Context: an optimization exercise on an open-source flow, tuned for small area and a short achievable clock period. The choices shown serve that exercise and are no tape-out recipe. Only simulation tests tie the RTL to the original design; equivalence was not proved. No driver is modelled on the clock port, so clock power and skew are understated where the tree is cut down; a real chip needs a root buffer or a tree. No activity file was given, so power comes from the tool's default toggle rates.

// ADDER_TREE
module ADDER_TREE #(parameter DATA_IN_WIDTH = 8, DATA_OUT_WIDTH = 16)
  (clk, rst_n, ena, data_in1, data_in2, data_out, done, pipe);
Settings: LEC_CHECK=0, CAP_MARGIN=20, CORE_MARGIN=2, CORE_UTILIZATION=60, SETUP_SLACK_MARGIN=2.2, SLEW_MARGIN=20; clock period 4.0 ns.
standard.sh (not shown) runs the stock make flow with config.mk's settings and CLKGATE_MAP_FILE= SYNTH_SCRIPT=/design/flow/synth_recipe.tcl, a recipe that flattens the netlist after the stock synthesis.
==> flow/flow/run.sh <==
#!/bin/bash
# The standard layout (standard.sh) with three changes to how it is made:
# plain buffers on the ports instead of the delay cells buffer_ports picks
# by default, and clock tree synthesis with larger sink clusters and without
# dummy loads.
set -euo pipefail
export BUFFER_PORTS_ARGS="-buffer_cell sky130_fd_sc_hd__buf_1"
export CTS_ARGS="-sink_clustering_enable -repair_clock_nets -dont_use_dummy_load -buf_list {sky130_fd_sc_hd__clkbuf_8}"
bash standard.sh > standard_make.log 2>&1
The starting point completed without violations.
==> next run, changes <==
SETUP_SLACK_MARGIN = 1.9   (was 2.2)
The new run ran to the end with no violations.
Routed wire length came out lower by 2.1%.
Fmax goes down by 6.0%.
Cell count is lower by 1.3%.
Via count falls by 0.80%.
Final area is lower by 1.5%.
==> next run, changes <==
SETUP_SLACK_MARGIN = 2.4   (was 1.9)
The changed run ran to the end with no violations.
Worst setup slack gains 87 ps.
Final area climbs by a few percent.
Wire length climbs by a few percent.
Global-route usage climbs by 0.68 points.
Cell count climbs by a few percent.
Synthesized cell count stays the same.
Area after synthesis is unchanged.
First-iteration DRC count climbs by a little under a tenth.
Utilization climbs by 1.9 points.
Combinational power climbs by a little under a tenth.
Register-to-register slack gains 90 ps.

========
Setup of JK:
ADDER_TREE, a different RTL version from the one above (not shown whole).
For scale: roughly 410 cells after synthesis, ~200 flip-flops, roughly 44 I/O pins.
Settings: LEC_CHECK=0, CAP_MARGIN=20, CORE_MARGIN=2, CORE_UTILIZATION=80, SETUP_SLACK_MARGIN=2.35, SLEW_MARGIN=20; clock period 4.0 ns.
==> flow/flow/run.sh <==
#!/bin/bash
# The standard layout (standard.sh) with these changes to how it is made:
# - plain buffers on the ports instead of the delay cells buffer_ports picks
#   by default;
# - after clock tree synthesis, flow/clock_tree.tcl replaces the clock tree
#   with a balanced two-level tree: four root buffers fed by the clock port,
#   each driving the leaf buffers of one region; every register sees one root
#   and one leaf buffer.
set -euo pipefail
export BUFFER_PORTS_ARGS="-buffer_cell sky130_fd_sc_hd__buf_1"
export CTS_ARGS="-sink_clustering_enable -repair_clock_nets -dont_use_dummy_load -buf_list {sky130_fd_sc_hd__clkbuf_8}"
export POST_CTS_TCL="$PWD/flow/clock_tree.tcl"
export CLOCK_TREE_ROOTS=4
export CLOCK_TREE_LEAVES=8
export CLOCK_TREE_ROOT_CELL=sky130_fd_sc_hd__clkbuf_16
export CLOCK_TREE_LEAF_CELL=sky130_fd_sc_hd__clkbuf_16
bash standard.sh > standard_make.log 2>&1
==> flow/flow/clock_tree.tcl <==
set nroot 4
set nleaf 8
set rootmaster sky130_fd_sc_hd__clkbuf_8
set leafmaster sky130_fd_sc_hd__clkbuf_16
foreach {v e} {nroot CLOCK_TREE_ROOTS nleaf CLOCK_TREE_LEAVES rootmaster CLOCK_TREE_ROOT_CELL leafmaster CLOCK_TREE_LEAF_CELL} {
  if {[info exists ::env($e)]} { set $v $::env($e) }
}

set block [ord::get_db_block]
set db [ord::get_db]
set port_net [$block findNet clk]

# walk the clock network from the port: buffers/inverters of the tree, sinks
set tree_insts {}
set tree_nets {}
set sinks {}
set todo [list $port_net]
while {[llength $todo]} {
  set net [lindex $todo 0]
  set todo [lrange $todo 1 end]
  foreach it [$net getITerms] {
    if {![$it isInputSignal]} { continue }
    set inst [$it getInst]
    set m [[$inst getMaster] getName]
    if {[string match "*clkbuf*" $m] || [string match "*clkinv*" $m] || [string match "sky130_fd_sc_hd__buf_*" $m] || [string match "*clkdlybuf*" $m] || [string match "*bufinv*" $m]} {
      lappend tree_insts $inst
      foreach ot [$inst getITerms] {
        if {[$ot isOutputSignal] && [$ot getNet] ne "NULL"} {
          lappend todo [$ot getNet]
          lappend tree_nets [$ot getNet]
        }
      }
    } else {
      lappend sinks $it
    }
  }
}
puts "clock_tree: [llength $tree_insts] tree cells, [llength $sinks] sinks"

# disconnect sinks, delete old tree
foreach it $sinks { $it disconnect }
foreach inst $tree_insts { odb::dbInst_destroy $inst }
foreach net $tree_nets { odb::dbNet_destroy $net }

# group sinks by location: recursive bisection along the longer side
proc sink_xy {it} {
  set inst [$it getInst]
  set b [$inst getBBox]
  return [list [expr {([$b xMin] + [$b xMax]) / 2}] [expr {([$b yMin] + [$b yMax]) / 2}]]
}
proc bisect {items n} {
  if {$n <= 1 || [llength $items] < 2} { return [list $items] }
  set xs {}; set ys {}
  foreach it $items { lassign [sink_xy $it] x y; lappend xs $x; lappend ys $y }
  set xs [lsort -integer $xs]; set ys [lsort -integer $ys]
  set dx [expr {[lindex $xs end] - [lindex $xs 0]}]
  set dy [expr {[lindex $ys end] - [lindex $ys 0]}]
  set axis [expr {$dx >= $dy ? 0 : 1}]
  set keyed {}
  foreach it $items { lappend keyed [list [lindex [sink_xy $it] $axis] $it] }
  set keyed [lsort -integer -index 0 $keyed]
  set n1 [expr {$n / 2}]
  set cut [expr {[llength $keyed] * $n1 / $n}]
  set a {}; set b {}
  set i 0
  foreach k $keyed { if {$i < $cut} { lappend a [lindex $k 1] } else { lappend b [lindex $k 1] }; incr i }
  return [concat [bisect $a $n1] [bisect $b [expr {$n - $n1}]]]
}
proc new_buffer {block master name in_net loads x y} {
  set net [odb::dbNet_create $block "${name}_net"]
  $net setSigType CLOCK
  set inst [odb::dbInst_create $block $master $name]
  $inst setSourceType TIMING
  $inst setLocation $x $y
  $inst setPlacementStatus PLACED
  [$inst findITerm A] connect $in_net
  [$inst findITerm X] connect $net
  foreach it $loads { $it connect $net }
  return $inst
}
proc centroid {items} {
  set sx 0; set sy 0
  foreach it $items { lassign [sink_xy $it] x y; incr sx $x; incr sy $y }
  return [list [expr {$sx / [llength $items]}] [expr {$sy / [llength $items]}]]
}
proc bisect_groups {groups n} {
  if {$n <= 1 || [llength $groups] < 2} { return [list $groups] }
  set xs {}; set ys {}
  foreach g $groups { lassign [centroid $g] x y; lappend xs $x; lappend ys $y }
  set xs [lsort -integer $xs]; set ys [lsort -integer $ys]
  set axis [expr {([lindex $xs end] - [lindex $xs 0]) >= ([lindex $ys end] - [lindex $ys 0]) ? 0 : 1}]
  set keyed {}
  foreach g $groups { lappend keyed [list [lindex [centroid $g] $axis] $g] }
  set keyed [lsort -integer -index 0 $keyed]
  set n1 [expr {$n / 2}]
  set cut [expr {[llength $keyed] * $n1 / $n}]
  set a {}; set b {}
  set i 0
  foreach k $keyed { if {$i < $cut} { lappend a [lindex $k 1] } else { lappend b [lindex $k 1] }; incr i }
  return [concat [bisect_groups $a $n1] [bisect_groups $b [expr {$n - $n1}]]]
}
set groups [bisect $sinks $nleaf]
if {$nroot == 0} {
  # one level: the port drives the leaf buffers directly
  set lmaster [$db findMaster $leafmaster]
  set l 0
  foreach g $groups {
    lassign [centroid $g] cx cy
    new_buffer $block $lmaster "clkbuf_leaf$l" $port_net $g $cx $cy
    puts "clock_tree: leaf $l drives [llength $g] sinks at ($cx, $cy)"
    incr l
  }
  set rootgroups {}
} else {
set rootgroups [bisect_groups $groups $nroot]
set rmaster [$db findMaster $rootmaster]
set lmaster [$db findMaster $leafmaster]
set r 0
set l 0
foreach rg $rootgroups {
  set all {}
  foreach g $rg { set all [concat $all $g] }
  lassign [centroid $all] rx ry
  set rnet [odb::dbNet_create $block "clknet_root$r"]
  $rnet setSigType CLOCK
  set rinst [odb::dbInst_create $block $rmaster "clkbuf_root$r"]
  $rinst setSourceType TIMING
  $rinst setLocation $rx $ry
  $rinst setPlacementStatus PLACED
  [$rinst findITerm A] connect $port_net
  [$rinst findITerm X] connect $rnet
  foreach g $rg {
    lassign [centroid $g] cx cy
    new_buffer $block $lmaster "clkbuf_leaf$l" $rnet $g $cx $cy
    puts "clock_tree: root $r leaf $l drives [llength $g] sinks at ($cx, $cy)"
    incr l
  }
  incr r
}
}
$port_net setSigType CLOCK
detailed_placement
check_placement
estimate_parasitics -placement
JK | stages: all done | timing, DRC, antenna: all pass
> inputs changed (JK -> MS)
- a change of SETUP_SLACK_MARGIN from 2.35 to 2.4
- a change of CORE_UTILIZATION from 80 to 85
diff --git a/flow/flow/run.sh b/flow/flow/run.sh
--- a/flow/flow/run.sh
+++ b/flow/flow/run.sh
@@ -11,7 +11,7 @@
 export CTS_ARGS="-sink_clustering_enable -repair_clock_nets -dont_use_dummy_load -buf_list {sky130_fd_sc_hd__clkbuf_8}"
 export POST_CTS_TCL="$PWD/flow/clock_tree.tcl"
-export CLOCK_TREE_ROOTS=4
-export CLOCK_TREE_LEAVES=8
-export CLOCK_TREE_ROOT_CELL=sky130_fd_sc_hd__clkbuf_16
+export CLOCK_TREE_ROOTS=0
+export CLOCK_TREE_LEAVES=4
+export CLOCK_TREE_ROOT_CELL=sky130_fd_sc_hd__clkbuf_8
 export CLOCK_TREE_LEAF_CELL=sky130_fd_sc_hd__clkbuf_16
 bash standard.sh > standard_make.log 2>&1
Notes after the runs:
No stage failed in JK, and the final checks on the layout all came back clean.
Flow for MS halted at clock tree synthesis, error code DPL-0033.
Reported for JK and MS, cell count after synthesis turned out identical to the last digit.
As far as area of the mapped netlist goes, MS and JK are indistinguishable; the numbers are identical.
On distinct cell type count after synthesis, JK and MS are basically level.
Compared with JK, in MS vertical extent of the die decreased by 2.9% relative to the old numbers; die boundary width fell 2.9%; final weighted congestion in routability-driven placement has decreased; HPWL after detailed placement shows an increase of 25%.
The effective utilization at floorplan in MS sits 5.6 points above the value recorded for JK.

what the ideal ports hide:
In the flow no input, the clock included, has a driving cell. The finished layouts below were timed again as built, in two steps. Step 1 assumes that a clkbuf_16 drives the clock port and a buf_2 every other input. Step 2, shift: input delay + t, output delay - t, t = (earliest + latest rising clock arrival at the registers) / 2. This alone moves slack from input paths to output paths. a / b / c = ideal ports / drivers / drivers and shift; a / b = the first two.
run	t (ns)	setup slack, ns	worst hold slack (ns)	worst setup path after step 2	worst data-port slew with drivers (ns)
the first run of note 1	0.453	2.210 / 2.175 / 2.189	0.313 / 0.313 / 0.313	input to register	0.03
the second run of note 1	0.454	2.095 / 2.065 / 2.095	0.312 / 0.312 / 0.312	register to register	0.03
the third run of note 1	0.459	2.182 / 2.165 / 2.182	0.311 / 0.311 / 0.311	register to register	0.04
JK	0.358	2.377 / 2.297 / 2.190	0.333 / 0.333 / 0.333	input to register	0.04
After both steps every run listed still meets setup and hold. The setup slack of JK, which loses most, moves by -0.080 ns with the drivers and by -0.187 ns with both steps.
